Context: an optimization exercise on an open-source flow, tuned for small area. The choices shown serve that exercise and are no tape-out recipe.
In this exercise RTL edits were held to simulation tests only and were not proved equivalent to the original.
Power figures rest on the tool's default switching activity, not on a simulated workload.

### flow/config.mk
export PLATFORM = sky130hd
export DESIGN_NAME = TopLevel
export DESIGN_NICKNAME = TopLevel
export VERILOG_FILES = /design/flow/design.v
export SDC_FILE = /design/flow/constraint.sdc
export NUM_CORES = 4
export LEC_CHECK = 0
export CAP_MARGIN = 20
export CORE_MARGIN = 2
export CORE_UTILIZATION = 45
export PLACE_DENSITY = 0.6
export SLEW_MARGIN = 20
### flow/constraint.sdc
create_clock -name core_clock -period 5.0 [get_ports {clk}]
set_input_delay 1.0000 -clock core_clock [delete_from_list [all_inputs] [get_ports {clk}]]
set_output_delay 1.0000 -clock core_clock [all_outputs]
set_load 0.01 [all_outputs]
### flow/design.v
module Cache #(
    parameter CACHE_SIZE    = 8,
    parameter BLOCK_SIZE    = 4,
    parameter ADDRESS_WIDTH = 6,
    parameter DATA_WIDTH    = 32,
    parameter INDEX_WIDTH   = 3,
    parameter TAG_WIDTH     = ADDRESS_WIDTH - INDEX_WIDTH - $clog2(BLOCK_SIZE)
) (
    input  logic clk, reset,
    input  logic core_req_valid,
    input  logic core_req_type,  
    input  logic [ADDRESS_WIDTH-1:0] core_req_addr,
    input  logic [DATA_WIDTH-1:0] core_req_data,
    input  logic bus_snoop_valid,
    input  logic [1:0] bus_snoop_type,  
    input  logic [ADDRESS_WIDTH-1:0] bus_snoop_addr,
    input  logic [DATA_WIDTH-1:0] bus_data_in,
    input  logic bus_data_in_valid_from_bus,
    output logic core_resp_valid,
    output logic [DATA_WIDTH-1:0] core_resp_data,
    output logic bus_req_valid,
    output logic [1:0] bus_req_type,  
    output logic [ADDRESS_WIDTH-1:0] bus_req_addr,
    output logic [DATA_WIDTH-1:0] bus_data_out,
    output logic snoop_resp_valid,
    output logic [DATA_WIDTH-1:0] snoop_resp_data,
    output logic snoop_resp_hit,
    output logic [1:0] snoop_resp_state
);
    reg [DATA_WIDTH-1:0] cache_data [CACHE_SIZE-1:0];
    reg [TAG_WIDTH-1:0]  cache_tag  [CACHE_SIZE-1:0];
    reg [1:0]            cache_state[CACHE_SIZE-1:0];  
    reg                  cache_valid[CACHE_SIZE-1:0];
    reg core_req_pending;
    reg core_req_type_r;
    reg [ADDRESS_WIDTH-1:0] core_req_addr_r;
    reg [DATA_WIDTH-1:0] core_req_data_r;
    reg [INDEX_WIDTH-1:0] core_index;
    reg [TAG_WIDTH-1:0] core_tag;
    reg bus_req_valid_r;
    reg [1:0] bus_req_type_r;
    reg [ADDRESS_WIDTH-1:0] bus_req_addr_r;
    reg core_resp_valid_r;
    reg [DATA_WIDTH-1:0] core_resp_data_r;
    reg snoop_resp_valid_r;
    reg [DATA_WIDTH-1:0] snoop_resp_data_r;
    reg snoop_resp_hit_r;
    reg [1:0] snoop_resp_state_r;
    function automatic [INDEX_WIDTH-1:0] get_index(input [ADDRESS_WIDTH-1:0] addr);
        get_index = addr[$clog2(BLOCK_SIZE) +: INDEX_WIDTH];
    endfunction
    function automatic [TAG_WIDTH-1:0] get_tag(input [ADDRESS_WIDTH-1:0] addr);
        get_tag = addr[$clog2(BLOCK_SIZE) + INDEX_WIDTH +: TAG_WIDTH];
    endfunction
    wire [INDEX_WIDTH-1:0] req_index   = get_index(core_req_addr);
    wire [TAG_WIDTH-1:0]   req_tag     = get_tag(core_req_addr);
    wire [INDEX_WIDTH-1:0] snoop_index = get_index(bus_snoop_addr);
    wire [TAG_WIDTH-1:0]   snoop_tag   = get_tag(bus_snoop_addr);
    always @(posedge clk or posedge reset) begin
        if (reset) begin
            for (int i = 0; i < CACHE_SIZE; i++) begin
                cache_valid[i] <= 0;
                cache_state[i] <= 2'b00;
            end
            core_req_pending <= 0;
            core_resp_valid_r <= 0;
            bus_req_valid_r <= 0;
            snoop_resp_valid_r <= 0;
            snoop_resp_hit_r <= 0;
        end else begin
            core_resp_valid_r <= 0;
            bus_req_valid_r <= 0;
            snoop_resp_valid_r <= 0;
            if (core_req_valid && !core_req_pending) begin
                core_req_pending <= 1;
                core_req_type_r <= core_req_type;
                core_req_addr_r <= core_req_addr;
                core_req_data_r <= core_req_data;
                core_index <= get_index(core_req_addr);
                core_tag <= get_tag(core_req_addr);
                if (cache_valid[req_index] && cache_tag[req_index] == req_tag) begin
                    if (core_req_type == 1'b0) begin  
                        core_resp_valid_r <= 1;
                        core_resp_data_r <= cache_data[req_index];
                    end else begin  
                        cache_data[req_index] <= core_req_data;
                        cache_state[req_index] <= 2'b11;  
                        core_resp_valid_r <= 1;
                    end
                    core_req_pending <= 0;
                end else begin
                    bus_req_valid_r <= 1;
                    bus_req_addr_r <= core_req_addr;
                    bus_req_type_r <= (core_req_type == 1'b0) ? 2'b01 : 2'b10;
                end
            end
            if (bus_data_in_valid_from_bus && core_req_pending) begin
                cache_data[core_index] <= bus_data_in;
                cache_tag[core_index] <= core_tag;
                cache_valid[core_index] <= 1;
                cache_state[core_index] <= (core_req_type_r == 1'b0) ? 2'b10 : 2'b11;
                core_resp_valid_r <= 1;
                core_resp_data_r <= bus_data_in;
                core_req_pending <= 0;
            end
            if (bus_snoop_valid) begin
                if (cache_valid[snoop_index] && cache_tag[snoop_index] == snoop_tag) begin
                    snoop_resp_hit_r <= 1;
                    snoop_resp_state_r <= cache_state[snoop_index];
                    snoop_resp_valid_r <= 1;
                    snoop_resp_data_r <= cache_data[snoop_index];
                    if (bus_snoop_type == 2'b01) begin  
                        if (cache_state[snoop_index] == 2'b11 || cache_state[snoop_index] == 2'b10)
                            cache_state[snoop_index] <= 2'b01;  
                    end else if (bus_snoop_type == 2'b10) begin  
                        cache_state[snoop_index] <= 2'b00;  
                    end
                end else begin
                    snoop_resp_hit_r <= 0;
                    snoop_resp_state_r <= 2'b00;
                end
            end
        end
    end
    assign core_resp_valid  = core_resp_valid_r;
    assign core_resp_data   = core_resp_data_r;
    assign bus_req_valid    = bus_req_valid_r;
    assign bus_req_type     = bus_req_type_r;
    assign bus_req_addr     = bus_req_addr_r;
    assign bus_data_out     = core_req_data_r;
    assign snoop_resp_valid = snoop_resp_valid_r;
    assign snoop_resp_data  = snoop_resp_data_r;
    assign snoop_resp_hit   = snoop_resp_hit_r;
    assign snoop_resp_state = snoop_resp_state_r;
endmodule
module Bus #(
    parameter ADDRESS_WIDTH = 6,
    parameter DATA_WIDTH    = 32,
    parameter NUM_CORES     = 2
) (
    input  logic clk, reset,
    input  logic [NUM_CORES-1:0] cache_req_valid,
    input  logic [NUM_CORES-1:0] cache_req_type,  
    input  logic [NUM_CORES-1:0][ADDRESS_WIDTH-1:0] cache_req_addr,
    input  logic [NUM_CORES-1:0][DATA_WIDTH-1:0] cache_data_out,
    input  logic mem_resp_valid,
    input  logic [DATA_WIDTH-1:0] mem_resp_data,
    output logic [NUM_CORES-1:0] cache_snoop_valid,
    output logic [NUM_CORES-1:0] cache_snoop_type,
    output logic [NUM_CORES-1:0][ADDRESS_WIDTH-1:0] cache_snoop_addr,
    output logic [NUM_CORES-1:0][DATA_WIDTH-1:0] bus_data_in_to_cache,
    output logic [NUM_CORES-1:0] bus_data_in_valid_to_cache,
    input  logic [NUM_CORES-1:0] snoop_resp_valid_from_cache,
    input  logic [NUM_CORES-1:0][DATA_WIDTH-1:0] snoop_resp_data_from_cache,
    input  logic [NUM_CORES-1:0] snoop_resp_hit_from_cache,
    input  logic [NUM_CORES-1:0] snoop_resp_state_from_cache,
    output logic mem_req_valid,
    output logic mem_req_write,
    output logic [ADDRESS_WIDTH-1:0] mem_req_addr,
    output logic [DATA_WIDTH-1:0] mem_req_data
);
    reg [NUM_CORES-1:0] arb_grant;
    reg [NUM_CORES-1:0] snoop_valid;
    reg [NUM_CORES-1:0] snoop_type;
    reg [ADDRESS_WIDTH-1:0] snoop_addr [NUM_CORES];
    reg [DATA_WIDTH-1:0] bus_data_r;
    reg bus_data_valid;
    reg [NUM_CORES-1:0] bus_data_in_valid_to_cache_r;
    reg mem_req_valid_r;
    reg mem_req_write_r;
    reg [ADDRESS_WIDTH-1:0] mem_req_addr_r;
    reg [DATA_WIDTH-1:0] mem_req_data_r;
    integer i;
    always @(posedge clk or posedge reset) begin
        if (reset) begin
            for (i = 0; i < NUM_CORES; i++) begin
                arb_grant[i] <= 0;
                snoop_valid[i] <= 0;
            end
            bus_data_valid <= 0;
            mem_req_valid_r <= 0;
            bus_data_in_valid_to_cache_r <= '0;
        end else begin
            mem_req_valid_r <= 0;
            bus_data_in_valid_to_cache_r <= '0;
            arb_grant <= '0;
            if (cache_req_valid[0]) arb_grant[0] <= 1;
            else if (cache_req_valid[1]) arb_grant[1] <= 1;
            for (i = 0; i < NUM_CORES; i++) begin
                snoop_valid[i] <= cache_req_valid[NUM_CORES-1-i];
                snoop_addr[i] <= cache_req_addr[NUM_CORES-1-i];
                snoop_type[i] <= cache_req_type[NUM_CORES-1-i];
            end
            bus_data_valid <= 0;
            if (arb_grant[0]) begin
                if (cache_req_type[0] == 1'b0) begin  
                    if (snoop_resp_hit_from_cache[1]) begin
                        bus_data_r <= snoop_resp_data_from_cache[1];
                        bus_data_valid <= 1;
                        bus_data_in_valid_to_cache_r[0] <= 1;
                    end else begin
                        mem_req_valid_r <= 1;
                        mem_req_write_r <= 0;
                        mem_req_addr_r <= cache_req_addr[0];
                    end
                end else begin  
                    bus_data_r <= cache_data_out[0];
                    bus_data_valid <= 1;
                    bus_data_in_valid_to_cache_r[0] <= 1;
                    mem_req_valid_r <= 1;
                    mem_req_write_r <= 1;
                    mem_req_addr_r <= cache_req_addr[0];
                    mem_req_data_r <= cache_data_out[0];
                end
            end
            else if (arb_grant[1]) begin
                if (cache_req_type[1] == 1'b0) begin  
                    if (snoop_resp_hit_from_cache[0]) begin
                        bus_data_r <= snoop_resp_data_from_cache[0];
                        bus_data_valid <= 1;
                        bus_data_in_valid_to_cache_r[1] <= 1;
                    end else begin
                        mem_req_valid_r <= 1;
                        mem_req_write_r <= 0;
                        mem_req_addr_r <= cache_req_addr[1];
                    end
                end else begin  
                    bus_data_r <= cache_data_out[1];
                    bus_data_valid <= 1;
                    bus_data_in_valid_to_cache_r[1] <= 1;
                    mem_req_valid_r <= 1;
                    mem_req_write_r <= 1;
                    mem_req_addr_r <= cache_req_addr[1];
                    mem_req_data_r <= cache_data_out[1];
                end
            end
            if (mem_resp_valid) begin
                bus_data_r <= mem_resp_data;
                bus_data_valid <= 1;
                for (i = 0; i < NUM_CORES; i++) begin
                    bus_data_in_valid_to_cache_r[i] <= 1;
                end
            end
        end
    end
    genvar gi;
    generate
        for (gi = 0; gi < NUM_CORES; gi++) begin
            assign cache_snoop_type[gi]            = snoop_type[gi];
            assign cache_snoop_addr[gi]            = snoop_addr[gi];
            assign bus_data_in_to_cache[gi]        = bus_data_r;
            assign bus_data_in_valid_to_cache[gi]  = bus_data_in_valid_to_cache_r[gi];
        end
    endgenerate
    assign cache_snoop_valid = snoop_valid;
    assign mem_req_valid     = mem_req_valid_r;
    assign mem_req_write     = mem_req_write_r;
    assign mem_req_addr      = mem_req_addr_r;
    assign mem_req_data      = mem_req_data_r;
endmodule
module Memory #(
    parameter ADDRESS_WIDTH = 6,
    parameter DATA_WIDTH    = 32,
    parameter MEMORY_SIZE   = 1 << ADDRESS_WIDTH
) (
    input  logic clk,
    input  logic reset,
    input  logic mem_req_valid,
    input  logic [ADDRESS_WIDTH-1:0] mem_req_addr,
    input  logic mem_req_write,
    input  logic [DATA_WIDTH-1:0] mem_req_data,
    output logic mem_resp_valid,
    output logic [DATA_WIDTH-1:0] mem_resp_data
);
    reg [DATA_WIDTH-1:0] memory [0:MEMORY_SIZE-1];
    reg [DATA_WIDTH-1:0] mem_resp_data_r;
    reg mem_resp_valid_r;
    reg [3:0] delay_count;
    localparam DELAY_CYCLES = 4;
    reg busy;
    reg [ADDRESS_WIDTH-1:0] read_addr_r;
    always @(posedge clk or posedge reset) begin
        if (reset) begin
            mem_resp_valid_r <= 0;
            delay_count <= 0;
            busy <= 0;
            for (int i = 0; i < MEMORY_SIZE; i++)
                memory[i] <= i * 10;
        end else begin
            mem_resp_valid_r <= 0;
            if (mem_req_valid && mem_req_write) begin
                memory[mem_req_addr] <= mem_req_data;
            end
            if (!busy) begin
                if (mem_req_valid && !mem_req_write) begin
                    busy <= 1;
                    read_addr_r <= mem_req_addr;
                    delay_count <= 1;
                end
            end else begin
                if (delay_count == DELAY_CYCLES - 1) begin
                    mem_resp_data_r <= memory[read_addr_r];
                    mem_resp_valid_r <= 1;
                    delay_count <= 0;
                    busy <= 0;
                end else begin
                    delay_count <= delay_count + 1;
                end
            end
        end
    end
    assign mem_resp_data  = mem_resp_data_r;
    assign mem_resp_valid = mem_resp_valid_r;
endmodule
module TopLevel #(
    parameter CACHE_SIZE     = 8,
    parameter BLOCK_SIZE     = 4,
    parameter ADDRESS_WIDTH  = 6,
    parameter DATA_WIDTH     = 32,
    parameter INDEX_WIDTH    = 3,
    parameter TAG_WIDTH      = ADDRESS_WIDTH - INDEX_WIDTH - $clog2(BLOCK_SIZE),
    parameter NUM_CORES      = 2
) (
    input  logic clk,
    input  logic reset,
    input  logic [NUM_CORES-1:0] core_req_valid,
    input  logic [NUM_CORES-1:0] core_req_type,
    input  logic [NUM_CORES*ADDRESS_WIDTH-1:0] core_req_addr,
    input  logic [NUM_CORES*DATA_WIDTH-1:0] core_req_data,
    output logic [NUM_CORES-1:0] cache_resp_valid,
    output logic [NUM_CORES*DATA_WIDTH-1:0] cache_resp_data
);
    logic [NUM_CORES-1:0] bus_req_valid;
    logic [NUM_CORES*2-1:0] bus_req_type2;
    logic [NUM_CORES-1:0] bus_req_type;
    logic [NUM_CORES-1:0][ADDRESS_WIDTH-1:0] bus_req_addr;
    logic [NUM_CORES-1:0][DATA_WIDTH-1:0] bus_data_out;
    logic [NUM_CORES-1:0] bus_snoop_valid;
    logic [NUM_CORES-1:0] bus_snoop_type;
    logic [NUM_CORES-1:0][ADDRESS_WIDTH-1:0] bus_snoop_addr;
    logic [NUM_CORES-1:0][DATA_WIDTH-1:0] bus_data_in;
    logic [NUM_CORES-1:0] bus_data_in_valid_to_cache;
    logic [NUM_CORES-1:0] snoop_resp_valid;
    logic [NUM_CORES-1:0][DATA_WIDTH-1:0] snoop_resp_data;
    logic [NUM_CORES-1:0] snoop_resp_hit;
    logic [NUM_CORES*2-1:0] snoop_resp_state;  
    logic mem_req_valid;
    logic mem_req_write;
    logic [ADDRESS_WIDTH-1:0] mem_req_addr;
    logic [DATA_WIDTH-1:0] mem_req_data;
    logic mem_resp_valid;
    logic [DATA_WIDTH-1:0] mem_resp_data;
    genvar i;
    generate
        for (i = 0; i < NUM_CORES; i++) begin : gen_cache
            assign bus_req_type[i] = bus_req_type2[i*2+1];
            Cache #(
                .CACHE_SIZE(CACHE_SIZE),
                .BLOCK_SIZE(BLOCK_SIZE),
                .ADDRESS_WIDTH(ADDRESS_WIDTH),
                .DATA_WIDTH(DATA_WIDTH),
                .INDEX_WIDTH(INDEX_WIDTH),
                .TAG_WIDTH(TAG_WIDTH)
            ) cache_inst (
                .clk(clk),
                .reset(reset),
                .core_req_valid(core_req_valid[i]),
                .core_req_type(core_req_type[i]),
                .core_req_addr(core_req_addr[i*ADDRESS_WIDTH +: ADDRESS_WIDTH]),
                .core_req_data(core_req_data[i*DATA_WIDTH +: DATA_WIDTH]),
                .bus_snoop_valid(bus_snoop_valid[i]),
                .bus_snoop_type({1'b0, bus_snoop_type[i]}),
                .bus_snoop_addr(bus_snoop_addr[i]),
                .bus_data_in(bus_data_in[i]),
                .bus_data_in_valid_from_bus(bus_data_in_valid_to_cache[i]),
                .core_resp_valid(cache_resp_valid[i]),
                .core_resp_data(cache_resp_data[i*DATA_WIDTH +: DATA_WIDTH]),
                .bus_req_valid(bus_req_valid[i]),
                .bus_req_type(bus_req_type2[i*2 +: 2]),
                .bus_req_addr(bus_req_addr[i]),
                .bus_data_out(bus_data_out[i]),
                .snoop_resp_valid(snoop_resp_valid[i]),
                .snoop_resp_data(snoop_resp_data[i]),
                .snoop_resp_hit(snoop_resp_hit[i]),
                .snoop_resp_state(snoop_resp_state[i*2 +: 2])
            );
        end
    endgenerate
    Bus #(
        .ADDRESS_WIDTH(ADDRESS_WIDTH),
        .DATA_WIDTH(DATA_WIDTH),
        .NUM_CORES(NUM_CORES)
    ) bus_inst (
        .clk(clk),
        .reset(reset),
        .cache_req_valid(bus_req_valid),
        .cache_req_type(bus_req_type),
        .cache_req_addr(bus_req_addr),
        .cache_data_out(bus_data_out),
        .mem_resp_valid(mem_resp_valid),
        .mem_resp_data(mem_resp_data),
        .cache_snoop_valid(bus_snoop_valid),
        .cache_snoop_type(bus_snoop_type),
        .cache_snoop_addr(bus_snoop_addr),
        .bus_data_in_to_cache(bus_data_in),
        .bus_data_in_valid_to_cache(bus_data_in_valid_to_cache),
        .snoop_resp_valid_from_cache(snoop_resp_valid),
        .snoop_resp_data_from_cache(snoop_resp_data),
        .snoop_resp_hit_from_cache(snoop_resp_hit),
        .snoop_resp_state_from_cache(snoop_resp_state[NUM_CORES-1:0]),
        .mem_req_valid(mem_req_valid),
        .mem_req_write(mem_req_write),
        .mem_req_addr(mem_req_addr),
        .mem_req_data(mem_req_data)
    );
    Memory #(
        .ADDRESS_WIDTH(ADDRESS_WIDTH),
        .DATA_WIDTH(DATA_WIDTH),
        .MEMORY_SIZE(1 << ADDRESS_WIDTH)
    ) memory_inst (
        .clk(clk),
        .reset(reset),
        .mem_req_valid(mem_req_valid),
        .mem_req_addr(mem_req_addr),
        .mem_req_write(mem_req_write),
        .mem_req_data(mem_req_data),
        .mem_resp_valid(mem_resp_valid),
        .mem_resp_data(mem_resp_data)
    );
endmodule
### flow/run.sh
#!/bin/bash
# synth_recipe.tcl (not shown) runs the flow's synth.tcl, then flattens the netlist and writes it again
# the make line also repeats each setting of config.mk as NAME=value (left out here)
make -C /OpenROAD-flow-scripts/flow DESIGN_CONFIG=/design/flow/config.mk WORK_HOME=/design/flow/orfs CLKGATE_MAP_FILE= SYNTH_SCRIPT=/design/flow/synth_recipe.tcl finish
==> results.cfg <==
[global_routing]
antenna_found_initial = 65
grt_max_degree = 178
met2_usage = 0.540
grtUsageTotal = 0.373
grt_busiest_layer = met2
grt_pass1_vias = 101000
grt_pass1_wl_um = 813000
grt_use_met1 = 0.482
grt.overflow.total = 0
use_met3 = 0.109

[clocking]
cts_resized = 0
cts_buffer_depth = 4
cts_tree = yes
cts_root_buffer = clkbuf_16
clock_sinks = 2943
cts_buffers = 321
post_cts_buffers = 0
postCtsHoldBufs = 0
clk_latency_ns = 0.98
cts.clk_slew.worst_paths_ns = 0.06
htreeDepth = 5

[drt]
drt_wl_total_um = 590000
routed_via_density = 6.82
via_count = 105000
drcViolationCount = 0
first_iter_violations = 16600
ant_nets = 0
first_pass_iters = 8
wl_per_cell_um = 38.2

[floorplan]
start_util = 0.451
die-area_um2 = 311000
fp.coreArea_um2 = 305000
row_count = 203
io_pins = 148
die_h_um = 557
die_w_um = 557

[sta]
setup_tns_ns = 0
fin_ws_ns = 0.594
relSlewSlack = 0.125
hold_viol_final = 0
final-max-slew-violation-count = 0
fin_skew_ns = 0.0713
fin_crit_sh = 0.881
max_freq_mhz = 227
setup_violations = 0
period_minus_slack_ns = 4.41
grt_setup_unrepaired = no
tightest_slew_ns = 1.31

[logic_synthesis]
synth_flop_cell = dfrtp_1
synth_top_family_by_area = multiplexers
synthDominantCellAreaShare = 0.332
ys_async_sr_fraction = 0.708
yosysWarnings = 9
synth_xor_area_frac = 0.0000635
synthMuxAreaShare = 0.217
synth-simple-area-share = 0.0752
synth_area_leaders = dfrtp_1, edfxtp_1, mux2_2, a22oi_1, dfstp_2
syn-num-nets = 11400
ys_types = 73
synth_area_um2 = 138000
syn_avg_cell_area_um2 = 12.2
synth_edf_count = 859
yosysSeqAreaShare = 0.568
synthCells = 11300
synth_compound_area_frac = 0.105
synthAdderAreaFrac = 0.0000908
ys_ff_latch = 2943
yosys.area.top_type = dfrtp_1
synth_common_cells = mux2_2, dfrtp_1, nand2_1
yosysMostFrequentCell = mux2_2

[placement]
dp_hpwl_um = 354000
place_ws_ns = 0.691
place_congestion = 0.925
port_buffers = 147

[worst_hold_path]
hp-class = reg2reg
min_to = bus_inst.snoop_valid[0]
worstHoldPathCells = 0
hp-start = gen_cache[1].cache_inst.bus_req_valid_r

[setup_path]
worstPathArrival_ns = 5.04
rr_startpoint = memory_inst.read_addr_r[0]
path_max_fanout = 20
start_kind = flop
required_ns = 5.63
reg2reg_slack_ns = 0.59
r2r_cells = 8
end_kind = flop
critPathKind = reg2reg
worstReg2RegEnd = memory_inst.mem_resp_data_r[0]

[flow_run]
cap_violations = 0

[outcome]
status = finished clean

[cells_and_area]
syn2layout_area_growth_pct = 13.1
fin_nets = 11100
drive_gt1_frac = 0.325
fillers = 26200

[pwr]
power-per-cell-area_nw_per_um2 = 404
peakVddDrop_mv = 0.266
p_leak_nw = 68.6
cells by family after synthesis:
family | after synthesis
compound gates | 2122
buf+inv | 1215
xor+xnor | 1
fa+ha+maj | 1
flops | 2943
mux | 2570
simple gates | 2441
cell type report:
type / instances / area (um2) / share of cell area
Inverter: 62 / 236 / 0.00152
Sequential cell: 2943 / 78300 / 0.502
Clock buffer: 484 / 9340 / 0.0599
Antenna cell: 22 / 55.1 / 0.000353
Clock inverter: 107 / 1030 / 0.00659
Timing Repair Buffer: 599 / 5920 / 0.0380
Multi-Input combinational cell: 7135 / 55900 / 0.358
Tap cell: 4100 / 5130 / 0.0329
power by group:
| group | internal [mW] | switching [mW] | total [mW] |
|---|---|---|---|
| logic | 3.45 | 4.87 | 8.32 |
| registers | 28.5 | 2.30 | 30.8 |
| clock network | 13.4 | 10.5 | 23.9 |
| total | 45.4 | 17.7 | 63.0 |
per-stage QoR:
stage	std cells	hold WS (ns)	total power, mW	utilization	instance area (um2)
2_1_floorplan	11300	0.347	36.3	-	138000
4_1_cts	15400	0.385	62.7	0.510	156000
5_1_grt	15400	0.382	64.8	0.510	156000
3_5_place_dp	14800	0.381	39.2	0.476	145000
3_3_place_gp	14800	0.369	38.8	0.475	145000
6_report	15500	0.389	63.0	0.510	156000
flip-flops by register name, indices dropped and copies added, names as in the netlist, 4 cells and up:
| signal | flops |
|---|---|
| memory_inst.memory | 2048 |
| gen_cache.cache_inst.cache_data | 512 |
| gen_cache.cache_inst.core_req_data_r | 64 |
| gen_cache.cache_inst.core_resp_data_r | 64 |
| gen_cache.cache_inst.snoop_resp_data_r | 64 |
| bus_inst.bus_data_r | 32 |
| bus_inst.mem_req_data_r | 32 |
| memory_inst.mem_resp_data_r | 32 |
| gen_cache.cache_inst.cache_tag | 16 |
| gen_cache.cache_inst.cache_valid | 16 |
| gen_cache.cache_inst.bus_req_addr_r | 12 |
| bus_inst.snoop_addr | 8 |
| bus_inst.mem_req_addr_r | 6 |
| gen_cache.cache_inst.core_index | 6 |
| memory_inst.read_addr_r | 6 |
| memory_inst.delay_count | 4 |
critical path, stage by stage (launching register included):
cell,delay (ns)
edfxtp_1,0.66
or4b_2,0.93
nor2_4,1.01
buf_4,0.42
a22oi_1,0.16
nand2_1,0.14
or3_1,0.12
nor3_1,0.06
a31oi_1,0.58
layout by cell type (no fill, tap or decap), types with 256 or more instances in the layout:
cell       Yosys  routed
a31oi_1      375     375
nand2_1     1115    1066
a22oi_1      908     908
mux2_2      2176    2176
mux2i_1      277     277
clkbuf_16      0     326
buf_4          6     373
dfrtp_1     1828    1826
nor2_1       821     757
edfxtp_1     859     859
a21oi_1      293     293
dfstp_2      256     256
routing by layer:
| metal | wire, um | up-vias |
|---|---|---|
| li1 | - | 41200 |
| met1 | 214000 | 53900 |
| met2 | 250000 | 8008 |
| met3 | 76800 | 2223 |
| met4 | 48800 | 74 |
| met5 | 502 | - |
worst max path at each step:
stage,start,endpoint,slack [ns],cells after the start
floorplan,reset,gen_cache[0].cache_inst.core_resp_data_r[0],-39.40,3
global placement,core_req_addr[10],gen_cache[1].cache_inst.core_resp_data_r[25],0.77,8
detailed placement,core_req_addr[2],gen_cache[0].cache_inst.cache_data[1][29],0.69,9
CTS,memory_inst.read_addr_r[0],memory_inst.mem_resp_data_r[0],0.95,8
global route,memory_inst.read_addr_r[0],memory_inst.mem_resp_data_r[0],0.76,8
finish,memory_inst.read_addr_r[0],memory_inst.mem_resp_data_r[0],0.59,8

## what the ideal ports hide
Ports are ideal in the flow. The routed layout listed here was re-timed in OpenROAD.
Step 1, drivers: a clkbuf_16 drives clk and a buf_2 each remaining input, both assumed.
Step 2 adds t to the input delays and takes it off the output delays; t is the mean of the earliest and latest rising clock arrival at the registers after step 1. Input paths then give back, and output paths get back, about the clock's delay inside the block.
a / b / c = ideal ports / drivers / drivers and shift; a / b = the first two.
shift t [ns]: 1.054
slack for setup (ns): 0.594 / 0.594 / 0.570
latest minus earliest clock arrival (ns): 0.073 / 0.072
worst register clock-pin slew, ns: 0.07 / 0.07
worst data-port slew with drivers (ns): 0.20
After both steps setup and hold are still met in this run. For this run, drivers alone change the setup slack by 0.000 ns; drivers and shift together by -0.024 ns.
